What follows belongs to an exercise in optimizing a design on an open flow for small area and a short achievable clock period; a production flow would make more cautious choices.
RTL that was checked went through simulation tests only; none was proved equivalent to the original.
Power figures rest on the tool's default switching activity, not on a simulated workload. No driver is modelled on the clock port, so clocking that relies on it looks cheaper here than on a real chip.

## top
module top(
    clk,
    rst_n,
    ifm0,
    ifm1,
    ifm2,
    ifm0_en,
    ifm1_en,
    ifm2_en,
    w0,
    w1,
    w2,
    w0_en,
    w1_en,
    w2_en,
    obf0_rd_en,
    obf1_rd_en,
    obf2_rd_en,
    obf0_empty,
    obf1_empty,
    obf2_empty,
    obf0_full,
    obf1_full,
    obf2_full,
    obf0_err,
    obf1_err,
    obf2_err,
    obf0_out,
    obf1_out,
    obf2_out
);
For scale: about 5000 cells after synthesis, ~1500 flip-flops, about 0.065 sq mm of cells after synthesis.
==> module obuffer, before the edit <==
module obuffer
#(parameter DATA_WIDTH=8)
(
    input clk,
    input rst_n,
    input p0_ready,
    input p1_ready,
    input p2_ready,
    input [2*DATA_WIDTH-1:0] p0_s,
    input [2*DATA_WIDTH-1:0] p0_c,
    input [2*DATA_WIDTH-1:0] p1_s,
    input [2*DATA_WIDTH-1:0] p1_c,
    input [2*DATA_WIDTH-1:0] p2_s,
    input [2*DATA_WIDTH-1:0] p2_c,
    output empty,
    output reg full,
    input rd_en,
    output reg [2*DATA_WIDTH-1:0] data_rdout,
    output reg errout
);
localparam DW2 = 2*DATA_WIDTH;
reg [DW2-1:0] mem [0:8];
reg [3:0] wr_addr, count;
reg ne;
assign empty = ~ne;
reg [8:0] rd_oh;                     
wire any = p0_ready | p1_ready | p2_ready;
wire two = (p0_ready & p1_ready) | (p0_ready & p2_ready) | (p1_ready & p2_ready);
wire wr = any & ~full;
wire rd = rd_en & ~empty;
wire [DW2-1:0] ss = ({DW2{p0_ready}} & p0_s) | ({DW2{p1_ready}} & p1_s) | ({DW2{p2_ready}} & p2_s);
wire [DW2-1:0] cc = ({DW2{p0_ready}} & p0_c) | ({DW2{p1_ready}} & p1_c) | ({DW2{p2_ready}} & p2_c);
reg [DATA_WIDTH:0] plo;
reg [DATA_WIDTH-1:0] phs, phc;
reg [3:0] pend_addr;
reg pend;
always @(posedge clk)
begin
    plo <= ss[DATA_WIDTH-1:0] + cc[DATA_WIDTH-1:0];
    phs <= ss[DW2-1:DATA_WIDTH];
    phc <= cc[DW2-1:DATA_WIDTH];
    pend_addr <= wr_addr;
end
wire [DATA_WIDTH-1:0] phi = phs + phc + plo[DATA_WIDTH];
wire [DW2-1:0] pdata = {phi, plo[DATA_WIDTH-1:0]};
always @(posedge clk)
    if (pend)
        mem[pend_addr] <= pdata;
wire hit = pend & rd_oh[pend_addr];
reg [DW2-1:0] rmem;
integer k;
always @(*) begin
    rmem = {DW2{1'b0}};
    for (k = 0; k < 9; k = k + 1)
        rmem = rmem | ({DW2{rd_oh[k]}} & mem[k]);
end
wire [DW2-1:0] rdata = hit ? pdata : rmem;
wire [3:0] count_inc = count + 1'b1;
wire [3:0] count_dec = count - 1'b1;
wire [3:0] count_n = wr ? count_inc : count;
wire [3:0] count_r = empty ? count_n : (wr ? count : count_dec);
wire empty_n = wr ? 1'b0 : empty;
wire empty_r = empty ? empty_n : (wr ? 1'b0 : (count == 4'd1));
wire full_n = wr ? (count == 4'd8) : full;
wire full_r = empty ? full_n : 1'b0;
always @(posedge clk or negedge rst_n)
begin
    if (!rst_n) begin
        wr_addr <= 4'd0;
        rd_oh <= 9'd1;
        count <= 4'd0;
        ne <= 1'b0;
        full <= 1'b0;
        errout <= 1'b0;
        pend <= 1'b0;
        data_rdout <= 'd0;
    end else begin
        pend <= wr & ~two;
        if (wr)
            wr_addr <= (wr_addr == 4'd8) ? 4'd0 : wr_addr + 1'b1;
        if (rd) begin
            rd_oh <= {rd_oh[7:0], rd_oh[8]};
            data_rdout <= rdata;
        end
        if (wr & two)
            errout <= 1'b1;
        count <= rd_en ? count_r : count_n;
        ne <= ~(rd_en ? empty_r : empty_n);
        full <= rd_en ? full_r : full_n;
    end
end
endmodule
Settings: LEC_CHECK=0, CAP_MARGIN=20, CORE_MARGIN=2, CORE_UTILIZATION=40, CTS_CLUSTER_DIAMETER=100, CTS_CLUSTER_SIZE=30, PLACE_DENSITY=0.6, SETUP_SLACK_MARGIN=2.5, SLEW_MARGIN=20; clock period 5.0 ns.
standard.sh (not shown) runs the stock make flow with config.mk's settings and CLKGATE_MAP_FILE= SYNTH_SCRIPT=/design/flow/synth_recipe.tcl, a recipe that flattens the netlist after the stock synthesis.
==> flow/flow/run.sh <==
#!/bin/bash
# Layout flow: the standard flow (standard.sh), with two changes:
#  - the port buffers start as buf_2 (repair may still resize them),
#  - clock tree synthesis inserts no dummy loads.
# standard.sh's output goes to standard.log in the work folder; ORFS keeps
# each step's full log under orfs/logs/.
cp standard.sh standard_sh.txt
export BUFFER_PORTS_ARGS="-buffer_cell sky130_fd_sc_hd__buf_2"
export CTS_ARGS="-sink_clustering_enable -repair_clock_nets -sink_clustering_size 30 -sink_clustering_max_diameter 100 -dont_use_dummy_load"
bash standard.sh > standard.log 2>&1
Change:
--- a/flow/design.v
+++ b/flow/design.v
@@ -308,25 +308,26 @@
 wire any = p0_ready | p1_ready | p2_ready;
 wire two = (p0_ready & p1_ready) | (p0_ready & p2_ready) | (p1_ready & p2_ready);
 wire wr = any & ~full;
 wire rd = rd_en & ~empty;
 wire [DW2-1:0] ss = ({DW2{p0_ready}} & p0_s) | ({DW2{p1_ready}} & p1_s) | ({DW2{p2_ready}} & p2_s);
 wire [DW2-1:0] cc = ({DW2{p0_ready}} & p0_c) | ({DW2{p1_ready}} & p1_c) | ({DW2{p2_ready}} & p2_c);
-reg [DATA_WIDTH:0] plo;
-reg [DATA_WIDTH-1:0] phs, phc;
+localparam LO = 6;                   
+reg [LO:0] plo;
+reg [DW2-LO-1:0] phs, phc;
 reg [3:0] pend_addr;
 reg pend;
 always @(posedge clk)
 begin
-    plo <= ss[DATA_WIDTH-1:0] + cc[DATA_WIDTH-1:0];
-    phs <= ss[DW2-1:DATA_WIDTH];
-    phc <= cc[DW2-1:DATA_WIDTH];
+    plo <= ss[LO-1:0] + cc[LO-1:0];
+    phs <= ss[DW2-1:LO];
+    phc <= cc[DW2-1:LO];
     pend_addr <= wr_addr;
 end
-wire [DATA_WIDTH-1:0] phi = phs + phc + plo[DATA_WIDTH];
-wire [DW2-1:0] pdata = {phi, plo[DATA_WIDTH-1:0]};
+wire [DW2-LO-1:0] phi = phs + phc + plo[LO];
+wire [DW2-1:0] pdata = {phi, plo[LO-1:0]};
 always @(posedge clk)
     if (pend)
         mem[pend_addr] <= pdata;
 wire hit = pend & rd_oh[pend_addr];
 reg [DW2-1:0] rmem;
 integer k;
The changed run completed with no timing, DRC or antenna violations. Total power went up slightly. Count of clock-buffer cells in the layout went up by 1. Worst setup slack gets worse by 21 ps. Synthesized area went down slightly. Register-to-register slack gets worse by 20 ps. Wire length went down slightly. First-iteration DRC count went down by a little under a tenth. Non-clock buffer count went down by 3. Final area went down slightly. Hold slack gets better by 10 ps. Combinational power went up slightly. Via count went down by a few percent.


## old
top with an RTL version that a note above also has.
Size in the first run: ~4,800 cells after synthesis, roughly 1,500 flip-flops, about 120 I/O pins.
==> module obuffer, before the edit <==
module obuffer
#(parameter DATA_WIDTH=8)
(
    input clk,
    input rst_n,
    input p0_ready,
    input p1_ready,
    input p2_ready,
    input [2*DATA_WIDTH-1:0] p0_s,
    input [2*DATA_WIDTH-1:0] p0_c,
    input [2*DATA_WIDTH-1:0] p1_s,
    input [2*DATA_WIDTH-1:0] p1_c,
    input [2*DATA_WIDTH-1:0] p2_s,
    input [2*DATA_WIDTH-1:0] p2_c,
    output empty,
    output reg full,
    input rd_en,
    output reg [2*DATA_WIDTH-1:0] data_rdout,
    output reg errout
);
localparam DW2 = 2*DATA_WIDTH;
reg [DW2-1:0] mem [0:8];
reg [3:0] wr_addr, count;
reg ne;
assign empty = ~ne;
reg [8:0] rd_oh;                     
wire any = p0_ready | p1_ready | p2_ready;
wire two = (p0_ready & p1_ready) | (p0_ready & p2_ready) | (p1_ready & p2_ready);
wire wr = any & ~full;
wire rd = rd_en & ~empty;
wire [DW2-1:0] ss = ({DW2{p0_ready}} & p0_s) | ({DW2{p1_ready}} & p1_s) | ({DW2{p2_ready}} & p2_s);
wire [DW2-1:0] cc = ({DW2{p0_ready}} & p0_c) | ({DW2{p1_ready}} & p1_c) | ({DW2{p2_ready}} & p2_c);
localparam LO = 6;                   
reg [LO:0] plo;
reg [DW2-LO-1:0] phs, phc;
reg [3:0] pend_addr;
reg pend;
always @(posedge clk)
begin
    plo <= ss[LO-1:0] + cc[LO-1:0];
    phs <= ss[DW2-1:LO];
    phc <= cc[DW2-1:LO];
    pend_addr <= wr_addr;
end
wire [DW2-LO-1:0] phi = phs + phc + plo[LO];
wire [DW2-1:0] pdata = {phi, plo[LO-1:0]};
always @(posedge clk)
    if (pend)
        mem[pend_addr] <= pdata;
wire hit = pend & rd_oh[pend_addr];
reg [DW2-1:0] rmem;
integer k;
always @(*) begin
    rmem = {DW2{1'b0}};
    for (k = 0; k < 9; k = k + 1)
        rmem = rmem | ({DW2{rd_oh[k]}} & mem[k]);
end
wire [DW2-1:0] rdata = hit ? pdata : rmem;
wire [3:0] count_inc = count + 1'b1;
wire [3:0] count_dec = count - 1'b1;
wire [3:0] count_n = wr ? count_inc : count;
wire [3:0] count_r = empty ? count_n : (wr ? count : count_dec);
wire empty_n = wr ? 1'b0 : empty;
wire empty_r = empty ? empty_n : (wr ? 1'b0 : (count == 4'd1));
wire full_n = wr ? (count == 4'd8) : full;
wire full_r = empty ? full_n : 1'b0;
always @(posedge clk or negedge rst_n)
begin
    if (!rst_n) begin
        wr_addr <= 4'd0;
        rd_oh <= 9'd1;
        count <= 4'd0;
        ne <= 1'b0;
        full <= 1'b0;
        errout <= 1'b0;
        pend <= 1'b0;
        data_rdout <= 'd0;
    end else begin
        pend <= wr & ~two;
        if (wr)
            wr_addr <= (wr_addr == 4'd8) ? 4'd0 : wr_addr + 1'b1;
        if (rd) begin
            rd_oh <= {rd_oh[7:0], rd_oh[8]};
            data_rdout <= rdata;
        end
        if (wr & two)
            errout <= 1'b1;
        count <= rd_en ? count_r : count_n;
        ne <= ~(rd_en ? empty_r : empty_n);
        full <= rd_en ? full_r : full_n;
    end
end
endmodule
clock: 5.0 ns
lec_check: 0
cap_margin: 20
core_margin: 2
core_utilization: 40
cts_cluster_diameter: 100
cts_cluster_size: 30
place_density: 0.6
setup_slack_margin: 2.8
slew_margin: 20
Scripts as last shown in full above: flow/flow/run.sh
Inputs modified between old and new:
--- a/flow/design.v
+++ b/flow/design.v
@@ -309,24 +309,23 @@
 wire two = (p0_ready & p1_ready) | (p0_ready & p2_ready) | (p1_ready & p2_ready);
 wire wr = any & ~full;
 wire rd = rd_en & ~empty;
 wire [DW2-1:0] ss = ({DW2{p0_ready}} & p0_s) | ({DW2{p1_ready}} & p1_s) | ({DW2{p2_ready}} & p2_s);
 wire [DW2-1:0] cc = ({DW2{p0_ready}} & p0_c) | ({DW2{p1_ready}} & p1_c) | ({DW2{p2_ready}} & p2_c);
-localparam LO = 6;                   
-reg [LO:0] plo;
-reg [DW2-LO-1:0] phs, phc;
+reg [DATA_WIDTH:0] plo;
+reg [DATA_WIDTH-1:0] phs, phc;
 reg [3:0] pend_addr;
 reg pend;
 always @(posedge clk)
 begin
-    plo <= ss[LO-1:0] + cc[LO-1:0];
-    phs <= ss[DW2-1:LO];
-    phc <= cc[DW2-1:LO];
+    plo <= ss[DATA_WIDTH-1:0] + cc[DATA_WIDTH-1:0];
+    phs <= ss[DW2-1:DATA_WIDTH];
+    phc <= cc[DW2-1:DATA_WIDTH];
     pend_addr <= wr_addr;
 end
-wire [DW2-LO-1:0] phi = phs + phc + plo[LO];
-wire [DW2-1:0] pdata = {phi, plo[LO-1:0]};
+wire [DATA_WIDTH-1:0] phi = phs + phc + plo[DATA_WIDTH];
+wire [DW2-1:0] pdata = {phi, plo[DATA_WIDTH-1:0]};
 always @(posedge clk)
     if (pend)
         mem[pend_addr] <= pdata;
 wire hit = pend & rd_oh[pend_addr];
 reg [DW2-1:0] rmem;
==> comparison <==
Per the comparison of new with old, adder and majority gate portion of the synthesized area dropped 0.32 points; synthesis-to-finish area growth lost 0.38 points; number of flip-flops and latches fell about 0.4%; post-synthesis simple-gate area fraction comparable; total wire length after detailed routing moved up. new against old: number of placement rows up 1; clock-buffer cell count down 1. Run comparison: old critical path class flop to output port; new critical path class flop to flop.


== north ==
top, a different RTL version from the one above (not shown whole).
Size in the first run: ~1500 flip-flops, about 120 I/O pins, ~0.064 mm² of cells after synthesis.
==> flow/config.mk <==
export PLATFORM = sky130hd
export DESIGN_NAME = top
export DESIGN_NICKNAME = top
export VERILOG_FILES = /design/flow/design.v
export SDC_FILE = /design/flow/constraint.sdc
export NUM_CORES = 4
export LEC_CHECK = 0
export CAP_MARGIN = 20
export CORE_MARGIN = 2
export CORE_UTILIZATION = 40
export CTS_CLUSTER_DIAMETER = 100
export CTS_CLUSTER_SIZE = 30
export PLACE_DENSITY = 0.6
export SETUP_SLACK_MARGIN = 2.6
export SLEW_MARGIN = 20
==> flow/constraint.sdc <==
create_clock -name core_clock -period 5.0 [get_ports {clk}]
set_input_delay 1.0000 -clock core_clock [delete_from_list [all_inputs] [get_ports {clk}]]
set_output_delay 1.0000 -clock core_clock [all_outputs]
set_load 0.01 [all_outputs]
Scripts as last shown in full above: flow/flow/run.sh
north went all the way through the flow, and no timing, DRC or antenna check failed.
Modified inputs, south compared to north
--- a/flow/design.v
+++ b/flow/design.v
@@ -1,18 +1,17 @@
 module PE
 #(parameter DATA_WIDTH=8, parameter EARLY=0)
 (
     input clk,
     input rst_n,
     input en0,                       
     input en1,                       
     input en2,                       
-    input after_reset,               
     input [7:0] data_src,            
     input [7:0] weights_in,          
     output reg [15:0] S,
     output reg [15:0] C,
     output reg ready
 );
 reg [4:0] cnt;
 wire c27 = (cnt == 5'd27);
 always @(posedge clk)
@@ -25,28 +24,31 @@
 wire take_next;
 generate
 if (EARLY) begin : g_early
     assign take_next = en2 & ~(en1 & en0 & (cnt == 5'd25));
 end else begin : g_lag
     assign take_next = en1 & ~(en0 & (cnt == 5'd26));
 end
 endgenerate
 reg [7:0] ag;
-always @(posedge clk)
-    ag <= data_src & {8{take_next}};
+reg clr;
 always @(posedge clk or negedge rst_n)
 begin
-    if (!rst_n)
+    if (!rst_n) begin
         ready <= 1'b0;
-    else
+        clr <= 1'b1;
+        ag <= 8'd0;
+    end else begin
         ready <= c27;
+        clr <= c27;
+        ag <= data_src & {8{take_next}};
+    end
 end
-wire clr = ready | after_reset;
 wire [63:0] pp;
 genvar gi, gj;
 generate
 for (gi = 0; gi < 8; gi = gi + 1) begin : g_pp
     for (gj = 0; gj < 8; gj = gj + 1) begin : g_ppj
         assign pp[gi*8+gj] = ag[gi] & weights_in[gj];
     end
 end
 endgenerate
@@ -443,43 +445,34 @@
         assign fdx[i] = {{DW{1'b0}}, fd, ifm_in[i]};
     end else begin : g_nopad
         assign fdx[i] = {fd, ifm_in[i]};
     end
     assign fe[i] = {fen[i], ifm_en_in[i]};
     assign we[i] = {wen[i], w_en_in[i]};
     assign wd[i] = {wdt, w_in[i]};
 end
 endgenerate
-reg [2:0] rst_hold;
-always @(posedge clk or negedge rst_n)
-begin
-    if (!rst_n)
-        rst_hold <= 3'b111;
-    else
-        rst_hold <= {rst_hold[1:0], 1'b0};
-end
 wire [2*DW-1:0] pe_s [0:8];
 wire [2*DW-1:0] pe_c [0:8];
 wire [8:0] pe_rdy;
 generate
 for (i = 0; i < 3; i = i + 1) begin : g_row
     for (j = 0; j < 3; j = j + 1) begin : g_col
         localparam E = (i > 0) && (j > 0);
         wire e0 = fe[i][j+1] & we[j][i+1];
         wire e1 = fe[i][j] & we[j][i];
         wire e2 = fe[i][E ? j-1 : 0] & we[j][E ? i-1 : 0];
         PE #(.DATA_WIDTH(DW), .EARLY(E)) pe (
             .clk(clk),
             .rst_n(rst_n),
             .en0(e0),
             .en1(e1),
             .en2(e2),
-            .after_reset(rst_hold[2]),
             .data_src(fdx[i][(E ? j-1 : j)*DW +: DW]),
             .weights_in(wd[j][(E ? i : i+1)*DW +: DW]),
             .S(pe_s[3*i+j]),
             .C(pe_c[3*i+j]),
             .ready(pe_rdy[3*i+j])
         );
     end
 end
 endgenerate
Run comparison: south capture point of the worst path obf0.mem[1][14]; north capture point of the worst path g_row[2].g_col[0].pe.S[2]
Overall fraction of global-route tracks in use (south over north): decrease, 1.0 points
south vs. north: sequential cell fraction of total power went down by 3.9 points.
Run comparison: north path type of the worst min-delay path reg -> reg; south path type of the worst min-delay path in -> async
south: initial antenna violation count 7 above north
Per the comparison of south with north, register-to-register slack picked up an extra 0.14 ns, post-route standard cell area excluding fillers lost 0.0018 mm², total power picked up an extra 13%.
Only the layout flow was run in north; the RTL was not checked for function there.

## what the ideal ports hide
In the flow no input, the clock included, has a driving cell. The finished layouts below were timed again as built, in two steps. Step 1: set_driving_cell puts a clkbuf_16 on clk and a buf_2 on each other input, an assumption about the parent block. Step 2 also shifts input and output timing later by t, the mid clock arrival at the registers, as if the neighbouring blocks saw the same clock. Slacks: ideal ports / drivers / drivers and shift; pairs: ideal ports / drivers.
| run | shift t [ns] | slack for setup (ns) | worst data-port slew with drivers (ns) |
|---|---|---|---|
| the first run of note 1 | 0.764 | 2.485 / 2.485 / 2.400 | 0.19 |
| the second run of note 1 | 0.766 | 2.463 / 2.463 / 2.463 | 0.19 |
| old | 0.762 | 2.660 / 2.585 / 2.554 | 0.15 |
| new | 0.751 | 2.631 / 2.584 / 2.467 | 0.23 |
| north | 0.763 | 2.532 / 2.514 / 2.311 | 0.07 |
| south | 0.758 | 2.669 / 2.594 / 2.470 | 0.18 |
After both steps setup and hold are still met in every run listed. The setup slack of north, which loses most, moves by -0.018 ns with the drivers and by -0.221 ns with both steps.
